Background: an optimization exercise with open tools, aiming at small area. Do not read the settings as production practice.
Function was checked by simulation only, so behaviour that the tests miss may differ from the original.

Design LedMatrix, start of the top module:
module LedMatrix (
  output     [34:0]   io_col,
  output     [5:0]    io_row,
  input               bus_write,
  input      [6:0]    bus_address,
  input      [31:0]   bus_writeData,
  input               clk,
  input               reset
);
  reg  [12:0] pwmDiv;
  reg         pwmTick;
  reg  [9:0]  rowDiv;
  reg         rowTick;
  reg  [7:0]  pwmCnt;
  reg  [2:0]  rowCnt;
  wire        pwmWrap = (pwmDiv == 13'd4999);
  wire        rowWrap = (rowDiv == 10'd832);
  always @(posedge clk or posedge reset) begin
    if (reset) begin
      pwmDiv  <= 13'd0;
      pwmTick <= 1'b0;
      rowDiv  <= 10'd0;
      rowTick <= 1'b0;
      pwmCnt  <= 8'd0;
      rowCnt  <= 3'd0;
    end else begin
      pwmDiv  <= pwmWrap ? 13'd0 : pwmDiv + 13'd1;
      pwmTick <= pwmWrap;
      rowDiv  <= rowWrap ? 10'd0 : rowDiv + 10'd1;
      rowTick <= rowWrap;
      if (pwmTick) pwmCnt <= pwmCnt + 8'd1;
      if (rowTick) rowCnt <= (rowCnt == 3'd5) ? 3'd0 : rowCnt + 3'd1;
    end
  end
  reg         ph;
  reg         done;
  always @(posedge clk or posedge reset) begin
    if (reset) begin
      ph   <= 1'b1;
      done <= 1'b0;
    end else begin
      ph   <= ~ph;
      done <= 1'b1;
    end
  end
  wire        clr = ~done;
  wire [23:0] wd = bus_writeData[23:0] ^ {24{ph}};
  reg  [7:0] r0;
  wire        ld0 = bus_write & (bus_address == 7'd0);
  wire        ha0 = ld0 | clr;
  wire        hb0 = ~ld0;
  always @(posedge clk) r0 <= ~((r0 | {8{ha0}}) & (wd[7:0] | {8{hb0}}));
  reg  [7:0] r1;
  wire        ld1 = bus_write & (bus_address == 7'd1);
  wire        ha1 = ld1 | clr;
  wire        hb1 = ~ld1;
  always @(posedge clk) r1 <= ~((r1 | {8{ha1}}) & (wd[7:0] | {8{hb1}}));
  reg  [7:0] r2;
  wire        ld2 = bus_write & (bus_address == 7'd2);
  wire        ha2 = ld2 | clr;
  wire        hb2 = ~ld2;
  always @(posedge clk) r2 <= ~((r2 | {8{ha2}}) & (wd[7:0] | {8{hb2}}));
  reg  [7:0] r3;
  wire        ld3 = bus_write & (bus_address == 7'd3);
  wire        ha3 = ld3 | clr;
  wire        hb3 = ~ld3;
  always @(posedge clk) r3 <= ~((r3 | {8{ha3}}) & (wd[7:0] | {8{hb3}}));
  ...
Settings: LEC_CHECK=0, CAP_MARGIN=20, CORE_MARGIN=2, CORE_UTILIZATION=40, SLEW_MARGIN=20; clock period 10.0 ns.
standard.sh (not shown) runs the stock make flow with config.mk's settings and CLKGATE_MAP_FILE= SYNTH_SCRIPT=/design/flow/synth_recipe.tcl, a recipe that flattens the netlist after the stock synthesis.
==> flow/flow/run.sh <==
#!/bin/bash
# Own flow: the standard layout (standard.sh), with synthesis run by flow/synth.tcl,
# which maps the logic with ABC's &nf area mapper (flow/area.abc).
set -euo pipefail
W=$(pwd)
F=$W/flow
export MY_ABC_SCRIPT=$F/area.abc
sed "s#SYNTH_SCRIPT=[^ ]*#SYNTH_SCRIPT=$F/synth.tcl#" standard.sh > "$W/own_standard.sh"
grep -q "SYNTH_SCRIPT=$F/synth.tcl" "$W/own_standard.sh"
bash "$W/own_standard.sh" finish > "$W/flow_make.log" 2>&1
==> flow/flow/area.abc <==
strash
&get -n
&st
&dch -f
&nf -p -a -R 1000
&put
==> flow/flow/synth.tcl <==
# The standard synthesis (synth_recipe.tcl), except that the final technology mapping
# runs ABC with the script named by MY_ABC_SCRIPT instead of ORFS's. Registers are mapped
# before ABC runs, so their names and cells are the standard synthesis's.
proc synth {args} { yosys synth -nofsm -noshare {*}$args }
proc abc {args} {
  set i [lsearch -exact $args -script]
  if {$i >= 0} { set args [lreplace $args $i [expr {$i + 1}] -script $::env(MY_ABC_SCRIPT)] }
  yosys abc {*}$args
}
source $::env(SCRIPTS_DIR)/synth.tcl
# left out here: clear keep_hierarchy, flatten, clean up, hide names made inside functions, write 1_2_yosys.v
Change:
==> flow/run.sh (new file) <==
#!/bin/bash
# synth_recipe.tcl (not shown) runs the flow's synth.tcl, then flattens the netlist and writes it again
# the make line also repeats each setting of config.mk as NAME=value (left out here)
make -C /OpenROAD-flow-scripts/flow DESIGN_CONFIG=/design/flow/config.mk WORK_HOME=/design/flow/orfs CLKGATE_MAP_FILE= SYNTH_SCRIPT=/design/flow/synth_recipe.tcl finish
--- a/flow/config.mk
+++ b/flow/config.mk
@@ -7,2 +7,3 @@
 export LEC_CHECK = 0
+export ABC_AREA = 1
 export CAP_MARGIN = 20
removed: flow/flow/run.sh
removed: flow/flow/area.abc
removed: flow/flow/synth.tcl
removed: flow/standard.sh
Result: Synthesized area is higher by about 14%. Die area is higher by about 14%. Non-clock buffer count is higher by 9. Maximum frequency is higher by 4.9%.

## static timing again, ports no longer ideal
Ports are ideal in the flow. The routed layouts listed here were re-timed in OpenROAD.
Step 1 assumes that a clkbuf_16 drives the clock port and a buf_2 every other input.
Step 2 adds t to the input delays and takes it off the output delays; t is the mean of the earliest and latest rising clock arrival at the registers after step 1. Input paths then give back, and output paths get back, about the clock's delay inside the block.
a / b / c = ideal / step 1 / step 2; a / b = the first two.
| run | t, ns | setup WS [ns] | clock arrival spread, ns | worst data-port slew with drivers (ns) |
|---|---|---|---|---|
| the first run | 0.824 | 2.139 / 2.067 / 2.891 | 0.032 / 0.033 | 0.13 |
| the second run | 0.849 | 2.509 / 2.435 / 3.285 | 0.030 / 0.029 | 0.14 |
After both steps every run listed still meets setup and hold.
